From an optimization exercise on the open Yosys and OpenROAD flow, aimed at small area, a short achievable clock period and few clock cycles per item; shortcuts taken in it are not production practice. RTL that was checked went through simulation tests only; none was proved equivalent to the original. Function not checked in run 4: the RTL went through the layout flow alone. No activity file was given, so power comes from the tool's default toggle rates.

### flow/standard.sh
#!/bin/bash
# synth_recipe.tcl (not shown) runs the flow's synth.tcl, then flattens the netlist and writes it again
# the make line also repeats each setting of config.mk as NAME=value (left out here)
make -C /OpenROAD-flow-scripts/flow DESIGN_CONFIG=/design/flow/config.mk WORK_HOME=/design/flow/orfs CLKGATE_MAP_FILE= SYNTH_SCRIPT=/design/flow/synth_recipe.tcl "${@:-finish}"
### flow/constraint.sdc
create_clock -name core_clock -period 6.0 [get_ports {clk}]
set_input_delay 1.2000 -clock core_clock [delete_from_list [all_inputs] [get_ports {clk}]]
set_output_delay 1.2000 -clock core_clock [all_outputs]
set_load 0.01 [all_outputs]
### flow/flow/run.sh
#!/bin/bash
# The standard layout, with every input and output port buffered by a
# sky130_fd_sc_hd__buf_1 instead of the resizer's default choice.
set -euo pipefail
bash standard.sh BUFFER_PORTS_ARGS="-buffer_cell sky130_fd_sc_hd__buf_1" finish > standard.log 2>&1
### flow/config.mk
export PLATFORM = sky130hd
export DESIGN_NAME = Out_of_Order_divider
export DESIGN_NICKNAME = Out_of_Order_divider
export VERILOG_FILES = /design/flow/design.v
export SDC_FILE = /design/flow/constraint.sdc
export NUM_CORES = 4
export LEC_CHECK = 0
export CAP_MARGIN = 20
export CORE_MARGIN = 2
export CORE_UTILIZATION = 40
export CTS_CLUSTER_DIAMETER = 200
export CTS_CLUSTER_SIZE = 50
export PLACE_DENSITY = 0.6
export SLEW_MARGIN = 20
### flow/design.v
module single_divider (Clk, a_in, d_in, q_out, r_out);
input Clk;
input [7:0] a_in, d_in;
output [7:0] q_out, r_out;
wire [0:0] pr0 = a_in[7];
wire ge0 = (d_in[7:1] == 0) && (pr0 >= d_in[0:0]);
wire [0:0] nr0 = ge0 ? (pr0 - d_in[0:0]) : pr0;
wire [0:0] r1 = nr0;
wire [0:0] q1 = ge0;
wire [6:0] a1 = a_in[6:0];
wire [7:0] d1 = d_in;
wire [1:0] pr1 = {r1, a1[6]};
wire ge1 = (d1[7:2] == 0) && (pr1 >= d1[1:0]);
wire [1:0] nr1 = ge1 ? (pr1 - d1[1:0]) : pr1;
wire [1:0] r2 = nr1;
wire [1:0] q2 = {q1, ge1};
wire [5:0] a2 = a1[5:0];
wire [7:0] d2 = d1;
wire [2:0] pr2 = {r2, a2[5]};
wire ge2 = (d2[7:3] == 0) && (pr2 >= d2[2:0]);
wire [2:0] nr2 = ge2 ? (pr2 - d2[2:0]) : pr2;
reg [2:0] r3;
always @(posedge Clk) r3 <= nr2;
reg [2:0] q3;
always @(posedge Clk) q3 <= {q2, ge2};
reg [4:0] a3;
always @(posedge Clk) a3 <= a2[4:0];
reg [7:0] d3;
always @(posedge Clk) d3 <= d2;
wire [3:0] pr3 = {r3, a3[4]};
wire ge3 = (d3[7:4] == 0) && (pr3 >= d3[3:0]);
wire [3:0] nr3 = ge3 ? (pr3 - d3[3:0]) : pr3;
wire [3:0] r4 = nr3;
wire [3:0] q4 = {q3, ge3};
wire [3:0] a4 = a3[3:0];
wire [7:0] d4 = d3;
wire [4:0] pr4 = {r4, a4[3]};
wire ge4 = (d4[7:5] == 0) && (pr4 >= d4[4:0]);
wire [4:0] nr4 = ge4 ? (pr4 - d4[4:0]) : pr4;
wire [4:0] r5 = nr4;
wire [4:0] q5 = {q4, ge4};
wire [2:0] a5 = a4[2:0];
wire [7:0] d5 = d4;
wire [5:0] pr5 = {r5, a5[2]};
wire ge5 = (d5[7:6] == 0) && (pr5 >= d5[5:0]);
wire [5:0] nr5 = ge5 ? (pr5 - d5[5:0]) : pr5;
reg [5:0] r6;
always @(posedge Clk) r6 <= nr5;
reg [5:0] q6;
always @(posedge Clk) q6 <= {q5, ge5};
reg [1:0] a6;
always @(posedge Clk) a6 <= a5[1:0];
reg [7:0] d6;
always @(posedge Clk) d6 <= d5;
wire [6:0] pr6 = {r6, a6[1]};
wire ge6 = (d6[7:7] == 0) && (pr6 >= d6[6:0]);
wire [6:0] nr6 = ge6 ? (pr6 - d6[6:0]) : pr6;
wire [6:0] r7 = nr6;
wire [6:0] q7 = {q6, ge6};
wire [0:0] a7 = a6[0:0];
wire [7:0] d7 = d6;
wire [7:0] pr7 = {r7, a7[0]};
wire ge7 = 1'b1 && (pr7 >= d7[7:0]);
wire [7:0] nr7 = ge7 ? (pr7 - d7[7:0]) : pr7;
wire [7:0] r8 = nr7;
wire [7:0] q8 = {q7, ge7};
assign q_out = q8;
assign r_out = r8;
endmodule
`timescale 1 ns / 100 ps
module Out_of_Order_divider (clk, rst, start, memory_write_complete, dd_addr, dd_data, qr_we, qr_addr, qr_data);
input clk, rst, start;
output memory_write_complete;
output [4:0] dd_addr;
input [15:0] dd_data;
output qr_we;
output [4:0] qr_addr;
output [15:0] qr_data;
reg [5:0] cnt;
reg run;
wire last = run && (cnt == 6'd33);
always @(posedge clk, posedge rst)
begin
  if (rst) begin
    cnt <= 6'd0;
    run <= 1'b0;
  end else if (last) begin
    cnt <= 6'd0;
    run <= 1'b0;
  end else if (start || run) begin
    cnt <= cnt + 6'd1;
    run <= 1'b1;
  end
end
wire [5:0] wcnt = cnt - 6'd2;
assign dd_addr = cnt[4:0];
assign qr_we = run && (cnt >= 6'd2);
assign qr_addr = wcnt[4:0];
assign memory_write_complete = last;
single_divider divider (.Clk(clk), .a_in(dd_data[15:8]), .d_in(dd_data[7:0]), .q_out(qr_data[15:8]), .r_out(qr_data[7:0]));
endmodule
==> impl_metrics.csv, run 1 <==
group,metric,value,unit
logic_synthesis,async_flop_share,0.146,
layout,stdcell_count,486,
clocking,ctsResizeCount,0,
pwr,power_density,321,nW/um^2
clocking,hold_buffers,0,
logic_synthesis,syn_nets,409,
route,routed_wl,6480,um
timing,finalSetupViolCount,0,
logic_synthesis,synth_cell_type_count,52,
pwr,pwr-share-seq,0.360,
clocking,cts_setup_buffers,0,
logic_synthesis,synth_top_cells_by_count,"41 x dfxtp_1, 41 x ha_1, 41 x inv_1",
global_route,grtUsageTotal,0.155,
die,initial_utilization,0.415,
logic_synthesis,ys.flop_type,"dfxtp_1",
timing,fmax,193,MHz
clocking,cts_made_buffers,5,
route,drt_iter0_drc,61,
placed_design,dp_slack,0.874,ns
pwr,ir_worst_vdd,0.158,mV
logic_synthesis,syn_inst,342,
placed_design,dp_hpwl,5280,um
setup_path,r2r_slack,1.00,ns
die,dieArea,8740,um^2
global_route,grt_pass1_vias,2362,
clocking,clock_sinks,48,
hold_path,hold_depth,0,
logic_synthesis,synth_top_area_frac,0.256,
timing,slew_headroom,0.519,
outcome,status,"timing/DRC/antenna clean",
logic_synthesis,yosys_warnings,2,
pwr,p_clk_frac,0.172,
logic_synthesis,syn-cell-area,3200,um^2
global_route,overflow,0,
layout,final_layout_size_suffix_gt1_frac,0.104,
die,placementRows,32,
timing,tns,0,ns
pwr,p_int,0.000693,W
route,drt-pass1-iter-count,4,
die,die_h,93.5,um
setup_path,critical_path.startpoint,"divider.d6[4]",
timing,timing.final.crit_period,5.19,ns
global_route,grt_antenna_before_repair,0,
timing,worstMarginPinSlew,0.716,ns
clocking,cts_max_level,2,
hold_path,holdPathEnd,"divider.q6[5]",
flow_run,maxCapViolCount,0,
setup_path,crit_path_start_kind,"register",
timing,fin_skew,0.00940,ns
setup_path,crit_type,"register to output port",
logic_synthesis,syn_area_per_cell,9.37,um^2
pwr,combPwrFrac,0.468,
setup_path,r2r_end,"divider.r6[4]",
setup_path,endpoint_kind,"output port",
logic_synthesis,synth_top_cell_by_area,"dfxtp_1",
setup_path,path_max_fanout,8,
hold_path,holdCritStartpoint,"divider.q3[2]",
hold_path,holdCritPathClass,"register to register",
route,drc_errors,0,
logic_synthesis,yosys-top-cells-area,"dfxtp_1 26%, ha_1 16%, mux2_2 8.4%",
placed_design,io_buffers,46,
layout,n_antenna_cell,0,
die,num_io_pins,47,
global_route,grt_pass1_wl,10800,um
clocking,clk_pin_slew_worst_paths,0.08,ns
timing,holdWs,0.330,ns
placed_design,gp_congestion,0.867,
timing,worst_slack,0.806,ns
placed_design,placed_cells,478,
logic_synthesis,ys_ff_latch,48,
timing,period_share,0.866,
setup_path,rr_startpoint,"divider.d3[1]",
setup_path,reg2regPathDepth,17,
timing,finalMaxSlewViolations,0,
pwr,swShare,0.386,
global_route,grt_max_degree,15,
clocking,cts-root-buf,"clkbuf_8",
pwr,leakagePower,1.59,nW
layout,num-nets-final,450,
die,coreArea,7730,um^2
logic_synthesis,synth_edf_count,0,
timing,rsz0062_at_grt,"false",
clocking,worstSkewPairLatency,0.30,ns
route,wl_per_cell,13.3,um
layout,areaGrowthSynthToFinish,9.84,%
clocking,clock_tree.buffer_depth,2,
setup_path,crit_required,4.80,ns
route,antenna_left,0,
route,num_vias,2465,
timing,hold_viol,0,
die,die_w,93.5,um
route,drt-vias-per-instance,5.07,
pwr,p_sw,0.000436,W
logic_synthesis,synth_seq_area_share,0.311,
clocking,cts_tree,"done",
setup_path,crit_arrival,3.99,ns
-- worst max path at each step --
stage	endpoint	slack, ns	cells past startpoint
2_1_floorplan	divider.r3[2]	1.39	17
3_3_place_gp	divider.r3[2]	0.90	18
3_5_place_dp	divider.r3[2]	0.87	18
4_1_cts	qr_data[6]	0.81	14
5_1_grt	divider.r6[3]	0.58	21
6_report	qr_data[6]	0.81	14
-- flip-flops by register name, indices dropped and copies added (netlist names) --
name and cells:
divider.d3 8, divider.d6 8, cnt 6, divider.q6 6, divider.r6 6, divider.a3 5, divider.q3 3, divider.r3 3
divider.a6 2, run 1
-- critical path, cell delays in order, from the launching register on --
cell	delay, ns
dfxtp_1	0.32
inv_1	0.07
ha_1	0.41
a21oi_1	0.10
o21ai_0	0.17
o21a_1	0.38
mux2_2	0.42
fa_1	0.45
nor2b_1	0.13
o21a_1	0.17
o31a_1	0.17
o22ai_2	0.13
or4_1	0.55
o21a_1	0.12
buf_1	0.13
-- power by group through the flow --
stage	combinational (W)	sequential [W]	clock, W
after global placement	0.000521	0.000415	0
after floorplan	0.000441	0.000396	0
after detailed placement	0.000528	0.000414	0
after global routing	0.000593	0.000415	0.000215
final	0.000528	0.000407	0.000195
after CTS	0.000531	0.000407	0.000200
-- final cells by class --
cell class	instances	area [um^2]
Fill cell	777	4210
Multi-Input combinational cell	239	1970
Sequential cell	48	996
Timing Repair Buffer	46	173
Inverter	43	161
Tap cell	102	128
Clock buffer	6	82.6
Clock inverter	2	10.0
-- per-stage QoR --
| stage | cell area, um^2 | utilization | total power [W] |
|---|---|---|---|
| after floorplan | 3200 | - | 0.000838 |
| after global placement | 3430 | 0.443 | 0.000936 |
| after detailed placement | 3430 | 0.443 | 0.000942 |
| after CTS | 3520 | 0.455 | 0.00114 |
| after global routing | 3520 | 0.455 | 0.00122 |
| final | 3520 | 0.455 | 0.00113 |
-- cells by family (layout without fill, tap and decap cells) --
group,Yosys count,in the layout,synth area share
compound gates,73,73,0.147
fa+ha+maj,48,48,0.204
buf+inv,55,97,0.0746
xor+xnor,22,22,0.0602
flops,48,48,0.311
mux,28,28,0.0969
simple gates,68,68,0.107
-- layout by cell type (no fill, tap or decap), types with 2 or more instances in the layout --
cell,synthesis,routed
a211oi_1,2,2
a21boi_0,3,3
a21o_1,5,5
a21oi_1,19,19
a31oi_1,2,2
and3_1,2,2
buf_1,0,46
clkbuf_8,0,6
clkinv_2,0,2
dfrtp_1,7,7
dfxtp_1,41,41
fa_1,7,7
ha_1,41,41
inv_1,41,41
inv_2,2,2
mux2_2,24,24
mux2i_1,4,4
nand2_1,13,13
nand2b_1,2,2
nand3_1,2,2
nand4_1,3,3
nor2_1,23,23
nor2b_1,7,7
nor3_1,4,4
nor3b_1,2,2
o211ai_1,2,2
o21a_1,7,7
o21ai_0,17,17
o22ai_1,2,2
o31a_1,2,2
or2_2,3,3
or4_1,2,2
xnor2_1,16,16
xor2_1,6,6
-- routing by layer --
layer / global-route usage / vias to the layer above / part of all wire
met5: 0 / - / 0
met4: 0.0527 / 0 / 0.012
met3: 0.0210 / 6 / 0.027
met2: 0.255 / 35 / 0.46
met1: 0.208 / 1165 / 0.50
li1: - / 1259 / -
Testbench counts, summed over its fixed seeds: cycles 6,528, jobs 192.
==> inputs of run 2 (changes only) <==
--- a/flow/config.mk
+++ b/flow/config.mk
@@ -9,6 +9,4 @@
 export CORE_MARGIN = 2
-export CORE_UTILIZATION = 40
-export CTS_CLUSTER_DIAMETER = 200
-export CTS_CLUSTER_SIZE = 50
-export PLACE_DENSITY = 0.6
+export CORE_UTILIZATION = 60
+export PLACE_DENSITY = 0.8
 export SLEW_MARGIN = 20
==> impl_metrics.csv, run 2 <==
group,metric,value,unit
outcome,status,"timing/DRC/antenna clean",
layout,n_antenna_cell,0,
setup_path,max_stage_delay,0.55,ns
logic_synthesis,ys.flop_type,"dfxtp_1",
logic_synthesis,syn_area_per_cell,9.37,um^2
route,antenna_left,0,
route,drt-vias-per-instance,5.41,
layout,num-nets-final,450,
logic_synthesis,synth_edf_count,0,
logic_synthesis,synth_seq_area_share,0.311,
logic_synthesis,syn_inst,342,
clocking,clk_pin_slew_worst_paths,0.08,ns
route,wl_per_cell,13.9,um
clocking,cts_tree,"done",
logic_synthesis,syn_nets,409,
timing,finalMaxSlewViolations,0,
setup_path,cp_common_cell,"o21a_1",
logic_synthesis,syn-cell-area,3200,um^2
die,num_io_pins,47,
logic_synthesis,synth_top_cell_by_area,"dfxtp_1",
die,die_w,77.1,um
timing,period_share,0.866,
hold_path,holdCritPathClass,"register to register",
route,drc_errors,0,
logic_synthesis,synthXorXnorAreaFrac,0.0602,
clocking,hold_buffers,0,
global_route,grt_pass1_vias,2434,
timing,timing.final.crit_period,5.20,ns
timing,hold_viol,0,
logic_synthesis,synthSimpleGateAreaFrac,0.107,
setup_path,crit_type,"register to output port",
setup_path,path_cells,"inv_1 > ha_1 > a21oi_1 > o21ai_0 > o21a_1 > mux2_2 > fa_1 > nor2b_1 > o21a_1 > o31a_1 > o22ai_2 > or4_1 > o21a_1 > buf_1",
logic_synthesis,synth_top_cells_by_count,"41 x dfxtp_1, 41 x ha_1, 41 x inv_1",
placed_design,gp_congestion,0.862,
die,die_h,77.1,um
timing,fin_skew,0.00897,ns
clocking,worstSkewPairLatency,0.30,ns
timing,worstMarginPinSlew,0.722,ns
setup_path,endpoint_kind,"output port",
clocking,cts_setup_buffers,0,
logic_synthesis,ys_ff_latch,48,
layout,final_common_cell,"buf_1",
clocking,cts_max_level,2,
route,drt-pass1-iter-count,4,
setup_path,crit_slowest_cell,"or4_1",
logic_synthesis,synth_cell_type_count,52,
clocking,cts-root-buf,"clkbuf_8",
clocking,cts_made_buffers,5,
route,drt_iter0_drc,70,
die,initial_utilization,0.623,
clocking,clock_sinks,48,
setup_path,crit_required,4.80,ns
logic_synthesis,synth_top_family_by_area,"adder cells",
setup_path,crit_arrival,4.00,ns
clocking,clock_tree.buffer_depth,2,
route,routed_wl,6310,um
layout,areaGrowthSynthToFinish,8.48,%
placed_design,io_buffers,46,
global_route,grt_max_degree,16,
timing,finalSetupViolCount,0,
timing,tns,0,ns
pwr,leakagePower,1.58,nW
logic_synthesis,synthAdderAreaFrac,0.204,
die,dieArea,5940,um^2
global_route,overflow,0,
timing,slew_headroom,0.515,
timing,fmax,192,MHz
setup_path,path_max_fanout,8,
logic_synthesis,yosys_warnings,2,
logic_synthesis,async_flop_share,0.146,
logic_synthesis,yosys-top-cells-area,"dfxtp_1 26%, ha_1 16%, mux2_2 8.4%",
global_route,grtUsageTotal,0.221,
global_route,grt_antenna_before_repair,0,
layout,final_layout_size_suffix_gt1_frac,0.102,
route,num_vias,2455,
logic_synthesis,muxShareOfSynthArea,0.0969,
global_route,grt_pass1_wl,10800,um
setup_path,crit_path_start_kind,"register",
clocking,ctsResizeCount,0,
placed_design,dp_hpwl,5120,um
die,placementRows,26,
logic_synthesis,synth_top_area_frac,0.256,
timing,rsz0062_at_grt,"false",
logic_synthesis,synth_compound_area_frac,0.147,
timing,holdWs,0.332,ns
pwr,power_density,325,nW/um^2
die,coreArea,5140,um^2
pwr,ir_worst_vdd,0.226,mV
layout,most-common-layout-cells,"46 x buf_1, 41 x inv_1, 41 x ha_1, 41 x dfxtp_1, 24 x mux2_2",
flow_run,maxCapViolCount,0,
layout,reg_top3,"divider.d3 x8, divider.d6 x8",
run 2: cell counts after synthesis:
No cell type changed its count.
run 2: layout make-up:
cell class                      count  area (um^2)
Multi-Input combinational cell    239         1970
Fill cell                         452         1670
Sequential cell                    48          996
Timing Repair Buffer               46          173
Inverter                           43          161
Tap cell                           70         87.6
Clock buffer                        6         72.6
Clock inverter                      2         16.3
run 2: metal layers:
metal,share of wire,global-route usage,vias to the layer above
met3,0.035,0.0400,13
li1,-,-,1255
met2,0.49,0.384,55
met4,0.018,0.0625,0
met5,0,0,-
met1,0.46,0.281,1132
run 2: path summary, 6_finish.rpt:
check | slack [ns] | endpoint | startpoint | depth (start not counted)
setup reg to reg | 0.96 | divider.r6[5] | divider.d3[0] | 18
setup / recovery | 0.80 | qr_data[6] | divider.d6[4] | 14
hold / removal | 0.33 | divider.q6[5] | divider.q3[2] | 0
hold reg to reg | 0.33 | divider.q6[5] | divider.q3[2] | 0
min in group asynchronous | 0.79 | run | rst | 2
max in group asynchronous | 5.00 | cnt[5] | rst | 2
run 2: kinds of logic (layout without fill, tap and decap cells):
group | count (synthesis) | count (layout)
buf+inv | 55 | 97
xor+xnor | 22 | 22
compound gates | 73 | 73
simple gates | 68 | 68
mux | 28 | 28
flops | 48 | 48
fa+ha+maj | 48 | 48
run 2: report_power, final:
| group | leakage, nW | total, W | internal, W | switching [W] |
|---|---|---|---|---|
| Sequential | 0.423 | 0.000407 | 0.000359 | 0.0000485 |
| Clock | 0.0414 | 0.000188 | 0.0000829 | 0.000105 |
| Combinational | 1.12 | 0.000532 | 0.000243 | 0.000290 |
run 2: stage by stage:
stage	util	total power [W]	cells	setup WS [ns]	area, um^2
floorplan	-	0.000838	342	1.39	3200
global placement	0.659	0.000925	446	0.976	3390
detailed placement	0.659	0.000943	446	0.903	3390
CTS	0.676	0.00113	454	0.804	3470
global route	0.676	0.00122	454	0.562	3470
finish	0.676	0.00113	454	0.804	3470
run 2: critical path, delay by kind of cell (launching register included):
kind | cells | cell delay, ns
DFF | 1 | 0.33
AOI/OAI and AO/OA | 7 | 1.21
and+or+nand+nor | 2 | 0.68
muxes | 1 | 0.42
buffers and inverters | 2 | 0.20
adders and majority gates | 2 | 0.85
==> inputs of run 3 (changes only) <==
==> flow/flow/run.sh (replaced) <==
#!/bin/bash
# The standard layout, with every input and output port buffered by a
# sky130_fd_sc_hd__buf_1 instead of the resizer's default choice.
set -euo pipefail
bash standard.sh BUFFER_PORTS_ARGS="-buffer_cell sky130_fd_sc_hd__buf_1" ADDER_MAP_FILE= finish > standard.log 2>&1
--- a/flow/config.mk
+++ b/flow/config.mk
@@ -9,4 +9,4 @@
 export CORE_MARGIN = 2
-export CORE_UTILIZATION = 60
-export PLACE_DENSITY = 0.8
+export CORE_UTILIZATION = 40
+export PLACE_DENSITY = 0.6
 export SLEW_MARGIN = 20
==> impl_metrics.csv, run 3 <==
group,metric,value,unit
logic_synthesis,synthSimpleGateAreaFrac,0.218,
layout,fillerInstances,841,
layout,stdcell_count,532,
placed_design,dp_hpwl,5170,um
timing,worstMarginPinSlew,0.657,ns
die,die_h,94.9,um
die,dieArea,9000,um^2
route,drc_errors,0,
logic_synthesis,synth_edf_count,0,
clocking,clock_sinks,48,
logic_synthesis,yosys-top-cells-area,"dfxtp_1 25%, xnor2_1 10%, dfrtp_1 5.3%",
timing,timing.final.crit_period,5.51,ns
global_route,grt_pass1_wl,11200,um
clocking,cts-root-buf,"clkbuf_8",
placed_design,dp_slack,0.586,ns
global_route,grtUsageTotal,0.155,
die,initial_utilization,0.408,
clocking,hold_buffers,0,
route,drt_iter0_drc,140,
layout,n_antenna_cell,0,
die,placementRows,33,
route,routed_wl,6650,um
outcome,status,"timing/DRC/antenna clean",
layout,areaGrowthSynthToFinish,8.11,%
placed_design,placed_cells,524,
layout,reg_top3,"divider.d3 x8, divider.d6 x8",
pwr,power_density,286,nW/um^2
pwr,p_clk_frac,0.196,
layout,final_layout_size_suffix_gt1_frac,0.0820,
logic_synthesis,synthXorXnorAreaFrac,0.156,
setup_path,crit_arrival,4.31,ns
global_route,grt_antenna_before_repair,0,
pwr,leakagePower,1.29,nW
logic_synthesis,synth_compound_area_frac,0.208,
logic_synthesis,synth_top_area_frac,0.249,
pwr,pwr-share-seq,0.416,
logic_synthesis,muxShareOfSynthArea,0.00909,
logic_synthesis,syn_inst,400,
route,num_vias,2738,
clocking,cts_made_buffers,5,
clocking,clk_pin_slew_worst_paths,0.08,ns
logic_synthesis,synth_top_family_by_area,"simple AND/OR/NAND/NOR gates",
setup_path,endpoint_kind,"output port",
timing,fmax,182,MHz
timing,rsz0062_at_grt,"false",
logic_synthesis,ys_ff_latch,48,
setup_path,crit_required,4.80,ns
timing,finalMaxSlewViolations,0,
timing,period_share,0.918,
clocking,cts_setup_buffers,0,
route,antenna_left,0,
timing,tns,0,ns
pwr,swShare,0.384,
clocking,worstSkewPairLatency,0.30,ns
timing,hold_viol,0,
global_route,grt_max_degree,19,
setup_path,crit_type,"register to output port",
die,die_w,94.9,um
logic_synthesis,synth_top_cell_by_area,"dfxtp_1",
die,coreArea,8090,um^2
logic_synthesis,synth_seq_area_share,0.302,
pwr,p_sw,0.000392,W
layout,most-common-layout-cells,"46 x buf_1, 39 x nor2_1, 39 x xnor2_1, 39 x dfxtp_1, 37 x nand2_1",
die,num_io_pins,47,
logic_synthesis,syn_area_per_cell,8.25,um^2
flow_run,maxCapViolCount,0,
logic_synthesis,syn-cell-area,3300,um^2
logic_synthesis,async_flop_share,0.146,
logic_synthesis,synth_cell_type_count,70,
placed_design,gp_congestion,0.873,
route,wl_per_cell,12.5,um
timing,finalSetupViolCount,0,
global_route,overflow,0,
global_route,grt_pass1_vias,2436,
logic_synthesis,syn_nets,419,
pwr,combPwrFrac,0.388,
timing,worst_slack,0.492,ns
setup_path,path_max_fanout,18,
clocking,cts_max_level,2,
logic_synthesis,synthAdderAreaFrac,0.0398,
logic_synthesis,ys.flop_type,"dfxtp_1",
route,drt-pass1-iter-count,4,
logic_synthesis,yosysMostFrequentCell,"dfxtp_1",
logic_synthesis,synth_top_cells_by_count,"41 x dfxtp_1, 39 x nor2_1, 39 x xnor2_1",
layout,num-nets-final,445,
logic_synthesis,yosys_warnings,2,
timing,holdWs,0.330,ns
timing,fin_skew,0.00977,ns
hold_path,holdCritPathClass,"register to register",
layout,final_common_cell,"buf_1",
placed_design,io_buffers,46,
clocking,clock_tree.buffer_depth,2,
setup_path,crit_path_start_kind,"register",
pwr,ir_worst_vdd,0.123,mV
timing,slew_headroom,0.559,
clocking,cts_tree,"done",
route,drt-vias-per-instance,5.15,
pwr,p_int,0.000628,W
## run 3: changes by cell type after synthesis, moves of 9 or more
cell      change
nor3_1       +11
maj3_1       +12
mux2_2       -24
inv_1        -23
ha_1         -41
xor2_1       +14
nor2_1       +16
a21oi_1       -9
clkbuf_1     +11
xnor2_1      +23
nand2_1      +24
## run 3: cell families (layout without fill, tap and decap cells)
logic type / after synthesis / after routing
xor+xnor: 59 / 59
flops: 48 / 48
fa+ha+maj: 13 / 13
compound gates: 82 / 82
simple gates: 147 / 147
buf+inv: 48 / 75
mux: 3 / 3
## run 3: routing by layer
layer,track usage,part of all wire
met5,0,0
met4,0.0326,0.0080
met3,0.0271,0.038
met2,0.269,0.49
met1,0.201,0.47
## run 3: per-stage QoR
step	cell area [um^2]	util	total power, W
after CTS	3570	0.441	0.00103
after floorplan	3300	-	0.000765
after global routing	3570	0.441	0.00110
after detailed placement	3470	0.429	0.000831
final	3570	0.441	0.00102
after global placement	3470	0.429	0.000824
## run 3: power by group through the flow
| stage | logic, W | registers (W) | clock network [W] |
|---|---|---|---|
| finish | 0.000396 | 0.000425 | 0.000200 |
| CTS | 0.000400 | 0.000424 | 0.000210 |
| global placement | 0.000393 | 0.000430 | 0 |
| global route | 0.000445 | 0.000434 | 0.000220 |
| detailed placement | 0.000399 | 0.000431 | 0 |
| floorplan | 0.000370 | 0.000395 | 0 |
## run 3: final timing paths
kind	startpoint	endpoint	slack, ns	cells past startpoint
worst min-delay path	divider.a3[1]	divider.a6[1]	0.33	0
worst max-delay path	divider.d6[0]	qr_data[1]	0.49	16
worst min register to register	divider.a3[1]	divider.a6[1]	0.33	0
worst max register to register	divider.d3[1]	divider.r6[1]	1.14	15
min in group asynchronous	rst	cnt[0]	0.79	2
max in group asynchronous	rst	cnt[1]	5.00	2
## run 3: area by class of cell
cell class              instances  area (um^2)  share of cell area
flip-flops and latches         48          998               0.280
repair buffers                 47          180              0.0505
multi-input cells             304         2090               0.584
clock inverters                 2         13.8             0.00386
inverters                      20         77.6              0.0217
well taps                     105          131              0.0368
clock buffers                   6         82.6              0.0231
## run 3: timing repair
item,CTS,global route
endpoints found under the setup margin,0,1
endpoints found under the hold margin,0,0
resized for setup,0,3
## run 3: worst max-delay path, stage by stage (launching register included)
cell       delay [ns]
dfxtp_2          0.44
nor2b_1          0.29
maj3_1           0.28
a21oi_1          0.08
maj3_1           0.41
a21o_2           0.33
a211oi_1         0.25
a22oi_1          0.16
a31oi_1          0.29
o311ai_0         0.19
o2111ai_1        0.14
and3_1           0.37
mux2i_1          0.23
nand2_1          0.07
a22oi_1          0.16
xnor2_1          0.14
buf_1            0.17
==> inputs of run 4 (changes only) <==
==> flow/design.v (replaced) <==
module single_divider (Clk, a_in, d_in, q_out, r_out);
input Clk;
input [7:0] a_in, d_in;
output [7:0] q_out, r_out;
wire [0:0] pr0 = a_in[7];
wire [1:0] t0 = {1'b0, pr0} - {1'b0, d_in[0:0]};
wire ge0 = (d_in[7:1] == 0) && !t0[1];
wire [0:0] nr0 = ge0 ? t0[0:0] : pr0;
wire [0:0] r1 = nr0;
wire [0:0] q1 = ge0;
wire [6:0] a1 = a_in[6:0];
wire [7:0] d1 = d_in;
wire [1:0] pr1 = {r1, a1[6]};
wire [2:0] t1 = {1'b0, pr1} - {1'b0, d1[1:0]};
wire ge1 = (d1[7:2] == 0) && !t1[2];
wire [1:0] nr1 = ge1 ? t1[1:0] : pr1;
wire [1:0] r2 = nr1;
wire [1:0] q2 = {q1, ge1};
wire [5:0] a2 = a1[5:0];
wire [7:0] d2 = d1;
wire [2:0] pr2 = {r2, a2[5]};
wire [3:0] t2 = {1'b0, pr2} - {1'b0, d2[2:0]};
wire ge2 = (d2[7:3] == 0) && !t2[3];
wire [2:0] nr2 = ge2 ? t2[2:0] : pr2;
reg [2:0] r3;
always @(posedge Clk) r3 <= nr2;
reg [2:0] q3;
always @(posedge Clk) q3 <= {q2, ge2};
reg [4:0] a3;
always @(posedge Clk) a3 <= a2[4:0];
reg [7:0] d3;
always @(posedge Clk) d3 <= d2;
wire [3:0] pr3 = {r3, a3[4]};
wire [4:0] t3 = {1'b0, pr3} - {1'b0, d3[3:0]};
wire ge3 = (d3[7:4] == 0) && !t3[4];
wire [3:0] nr3 = ge3 ? t3[3:0] : pr3;
wire [3:0] r4 = nr3;
wire [3:0] q4 = {q3, ge3};
wire [3:0] a4 = a3[3:0];
wire [7:0] d4 = d3;
wire [4:0] pr4 = {r4, a4[3]};
wire [5:0] t4 = {1'b0, pr4} - {1'b0, d4[4:0]};
wire ge4 = (d4[7:5] == 0) && !t4[5];
wire [4:0] nr4 = ge4 ? t4[4:0] : pr4;
wire [4:0] r5 = nr4;
wire [4:0] q5 = {q4, ge4};
wire [2:0] a5 = a4[2:0];
wire [7:0] d5 = d4;
wire [5:0] pr5 = {r5, a5[2]};
wire [6:0] t5 = {1'b0, pr5} - {1'b0, d5[5:0]};
wire ge5 = (d5[7:6] == 0) && !t5[6];
wire [5:0] nr5 = ge5 ? t5[5:0] : pr5;
reg [5:0] r6;
always @(posedge Clk) r6 <= nr5;
reg [5:0] q6;
always @(posedge Clk) q6 <= {q5, ge5};
reg [1:0] a6;
always @(posedge Clk) a6 <= a5[1:0];
reg [7:0] d6;
always @(posedge Clk) d6 <= d5;
wire [6:0] pr6 = {r6, a6[1]};
wire [7:0] t6 = {1'b0, pr6} - {1'b0, d6[6:0]};
wire ge6 = (d6[7:7] == 0) && !t6[7];
wire [6:0] nr6 = ge6 ? t6[6:0] : pr6;
wire [6:0] r7 = nr6;
wire [6:0] q7 = {q6, ge6};
wire [0:0] a7 = a6[0:0];
wire [7:0] d7 = d6;
wire [7:0] pr7 = {r7, a7[0]};
wire [8:0] t7 = {1'b0, pr7} - {1'b0, d7[7:0]};
wire ge7 = 1'b1 && !t7[8];
wire [7:0] nr7 = ge7 ? t7[7:0] : pr7;
wire [7:0] r8 = nr7;
wire [7:0] q8 = {q7, ge7};
assign q_out = q8;
assign r_out = r8;
endmodule
`timescale 1 ns / 100 ps
module Out_of_Order_divider (clk, rst, start, memory_write_complete, dd_addr, dd_data, qr_we, qr_addr, qr_data);
input clk, rst, start;
output memory_write_complete;
output [4:0] dd_addr;
input [15:0] dd_data;
output qr_we;
output [4:0] qr_addr;
output [15:0] qr_data;
reg [4:0] rd_ptr, wr_ptr;
reg rd_run;
reg [1:0] valid;    
wire rd_active = start | rd_run;
always @(posedge clk, posedge rst)
begin
  if (rst) begin
    rd_ptr <= 5'd0;
    wr_ptr <= 5'd0;
    rd_run <= 1'b0;
    valid <= 0;
  end else begin
    valid <= {valid[0:0], rd_active};
    if (rd_active) begin
      rd_ptr <= rd_ptr + 5'd1;
      rd_run <= (rd_ptr != 5'd31);
    end
    if (qr_we)
      wr_ptr <= wr_ptr + 5'd1;
  end
end
assign dd_addr = rd_ptr;
assign qr_we = valid[1];
assign qr_addr = wr_ptr;
assign memory_write_complete = qr_we && (wr_ptr == 5'd31);
single_divider divider (.Clk(clk), .a_in(dd_data[15:8]), .d_in(dd_data[7:0]), .q_out(qr_data[15:8]), .r_out(qr_data[7:0]));
endmodule
==> flow/run.sh (new file) <==
#!/bin/bash
# synth_recipe.tcl (not shown) runs the flow's synth.tcl, then flattens the netlist and writes it again
# the make line also repeats each setting of config.mk as NAME=value (left out here)
make -C /OpenROAD-flow-scripts/flow DESIGN_CONFIG=/design/flow/config.mk WORK_HOME=/design/flow/orfs CLKGATE_MAP_FILE= SYNTH_SCRIPT=/design/flow/synth_recipe.tcl finish
removed: flow/flow/run.sh
removed: flow/standard.sh
==> impl_metrics.csv, run 4 <==
group,metric,value,unit
global_route,busiest_layer,"met2",
setup_path,crit_type,"register to output port",
pwr,p_clk_frac,0.169,
setup_path,r2r_slack,1.15,ns
setup_path,path_cells,"inv_1 > ha_1 > nor2b_1 > o2111ai_1 > a31oi_2 > mux2_2 > fa_1 > nor2b_1 > o31ai_1 > a21oi_1 > buf_4 > mux2_2 > clkdlybuf4s50_1",
die,initial_utilization,0.409,
die,die_h,95.4,um
pwr,leakagePower,1.81,nW
logic_synthesis,synth_seq_area_share,0.343,
layout,fillerInstances,794,
route,drt-pass1-iter-count,4,
die,coreArea,8180,um^2
logic_synthesis,yosys-top-cells-area,"dfxtp_1 25%, ha_1 15%, dfrtp_1 9.7%",
clocking,ctsResizeCount,0,
pwr,pwr-share-seq,0.369,
timing,finalMaxSlewViolations,0,
layout,final_layout_size_suffix_gt1_frac,0.117,
logic_synthesis,syn_nets,405,
timing,timing.final.crit_period,5.65,ns
placed_design,io_buffers,46,
clocking,clock_sinks,54,
logic_synthesis,yosys_warnings,2,
setup_path,reg2regPathDepth,18,
logic_synthesis,synth_top_cell_by_area,"dfxtp_1",
clocking,cts_tree,"done",
route,wl_per_cell,12.8,um
global_route,overflow,0,
hold_path,holdCritPathClass,"register to register",
route,drc_errors,0,
pwr,power_density,315,nW/um^2
placed_design,gp_congestion,0.853,
global_route,grt_antenna_before_repair,0,
route,drt_iter0_drc,54,
logic_synthesis,syn_area_per_cell,9.83,um^2
outcome,status,"timing/DRC/antenna clean",
route,routed_wl,6380,um
logic_synthesis,ys.flop_type,"dfxtp_1",
setup_path,crit_required,4.80,ns
layout,reg_top3,"divider.d3 x8, divider.d6 x8",
clocking,cts_setup_buffers,0,
timing,worstMarginPinSlew,0.675,ns
die,dieArea,9100,um^2
clocking,hold_buffers,0,
logic_synthesis,synth_top_area_frac,0.246,
clocking,clk_pin_slew_worst_paths,0.11,ns
layout,final_util,0.491,
hold_path,holdPathEnd,"divider.q6[4]",
logic_synthesis,synth_top_cells_by_count,"46 x inv_1, 41 x dfxtp_1, 39 x ha_1",
hold_path,hold_depth,0,
global_route,gr-usage-met3,0.0198,
setup_path,path_max_fanout,9,
logic_synthesis,synth_edf_count,0,
logic_synthesis,syn_inst,340,
setup_path,max_stage_delay,0.47,ns
layout,most-common-layout-cells,"46 x inv_1, 46 x clkdlybuf4s50_1, 41 x dfxtp_1, 39 x ha_1, 24 x nor2_1",
global_route,use_met1,0.171,
pwr,p_sw,0.000438,W
route,antenna_left,0,
setup_path,crit_slowest_cell,"clkdlybuf4s50_1",
layout,n_antenna_cell,0,
logic_synthesis,async_flop_share,0.241,
timing,tns,0,ns
die,num_io_pins,47,
timing,fmax,177,MHz
layout,num-nets-final,456,
logic_synthesis,yosysMostFrequentCell,"inv_1",
setup_path,crit_path_start_kind,"register",
timing,period_share,0.942,
setup_path,r2r_end,"divider.r6[4]",
pwr,ir_worst_vdd,0.132,mV
die,die_w,95.4,um
setup_path,rr_startpoint,"divider.d3[0]",
setup_path,critical_path.startpoint,"divider.d6[1]",
pwr,swShare,0.345,
logic_synthesis,syn-cell-area,3340,um^2
clocking,cts_max_level,2,
timing,rsz0062_at_grt,"false",
flow_run,maxCapViolCount,0,
die,placementRows,33,
pwr,p_int,0.000829,W
timing,slew_headroom,0.546,
timing,holdWs,0.335,ns
route,drt-vias-per-instance,5.03,
global_route,grt_pass1_wl,10700,um
global_route,grt_pass1_vias,2511,
global_route,met2_usage,0.281,
setup_path,crit_arrival,4.45,ns
timing,hold_viol,0,
logic_synthesis,ys_ff_latch,54,
pwr,power,0.00127,W
placed_design,dp_hpwl,5290,um
global_route,grt_max_degree,20,
timing,fin_skew,0.0128,ns
hold_path,holdCritStartpoint,"divider.q3[1]",
timing,finalSetupViolCount,0,
global_route,grtUsageTotal,0.148,
clocking,cts-root-buf,"clkbuf_8",
setup_path,endpoint_kind,"output port",
route,num_vias,2501,
clocking,clock_tree.buffer_depth,2,
clocking,worstSkewPairLatency,0.31,ns
pwr,combPwrFrac,0.462,
layout,areaGrowthSynthToFinish,20.2,%
clocking,cts_made_buffers,5,
logic_synthesis,synth_cell_type_count,57,
==> run 4: logic make-up after synthesis <==
group | share of synthesized area
XOR/XNOR | 0.0445
flip-flops | 0.343
multiplexers | 0.0939
adder cells (fa/ha/maj) | 0.188
AND/OR/NAND/NOR | 0.120
AO/OA/AOI/OAI | 0.150
buffers and inverters | 0.0606
==> run 4: cell type report <==
class | count | area, um^2 | share of cell area
multi-input cells | 236 | 1990 | 0.496
flip-flops and latches | 54 | 1150 | 0.285
repair buffers | 48 | 475 | 0.118
inverters | 46 | 173 | 0.0430
well taps | 105 | 131 | 0.0327
clock buffers | 5 | 68.8 | 0.0171
clock inverters | 3 | 28.8 | 0.00716
==> run 4: per-layer routing <==
metal	up-vias	wire, um
li1	1293	-
met1	1172	2950
met2	29	3200
met3	7	139
met4	0	102
met5	-	0
==> run 4: worst max-delay path by stage <==
stage / end / slack [ns] / cells past startpoint
finish: qr_data[2] / 0.35 / 13
global route: qr_data[2] / 0.002 / 13
CTS: qr_data[2] / 0.33 / 13
detailed placement: qr_data[2] / 0.70 / 13
global placement: qr_data[5] / 0.79 / 13
floorplan: qr_data[1] / 1.41 / 12
==> run 4: worst max-delay path: cells and delay by family, from the launching register on <==
kind	cells	cell delay, ns
AOI/OAI and AO/OA	4	1.07
adders and majority gates	2	0.72
buffers and inverters	3	0.82
DFF	1	0.38
muxes	2	0.76
and+or+nand+nor	2	0.39
==> run 4: through the flow <==
stage | worst slack, ns | instance area [um^2] | instances
after CTS | 0.331 | 4020 | 497
after floorplan | 1.41 | 3340 | 340
after global placement | 0.790 | 3920 | 489
final | 0.346 | 4020 | 497
after global routing | 0.00195 | 4020 | 497
after detailed placement | 0.702 | 3920 | 489
==> run 4: power by group through the flow <==
| stage | Sequential [W] | Combinational, W | Clock, W |
|---|---|---|---|
| global route | 0.000476 | 0.000648 | 0.000235 |
| finish | 0.000468 | 0.000585 | 0.000213 |
| floorplan | 0.000483 | 0.000358 | 0 |
| CTS | 0.000469 | 0.000591 | 0.000223 |
| global placement | 0.000476 | 0.000576 | 0 |
| detailed placement | 0.000476 | 0.000588 | 0 |

## afterwards: timing with drivers on the ports
Ports are ideal in the flow. The routed layouts listed here were re-timed in OpenROAD. Step 1, drivers: a clkbuf_16 drives clk and a buf_2 each remaining input, both assumed. Step 2, shift: input delay + t, output delay - t, t = (earliest + latest rising clock arrival at the registers) / 2. This alone moves slack from input paths to output paths. Slacks: ideal ports / drivers / drivers and shift; pairs: ideal ports / drivers.
run | t, ns | setup slack, ns | worst hold slack (ns) | latest minus earliest clock arrival (ns)
run 1 | 0.326 | 0.806 / 0.776 / 0.858 | 0.330 / 0.330 / 0.330 | 0.010 / 0.010
run 2 | 0.321 | 0.804 / 0.781 / 0.904 | 0.332 / 0.332 / 0.332 | 0.009 / 0.009
run 3 | 0.321 | 0.492 / 0.462 / 0.783 | 0.330 / 0.330 / 0.330 | 0.010 / 0.010
run 4 | 0.334 | 0.346 / 0.316 / 0.650 | 0.335 / 0.335 / 0.335 | 0.013 / 0.013
After both steps setup and hold are still met in every run listed.
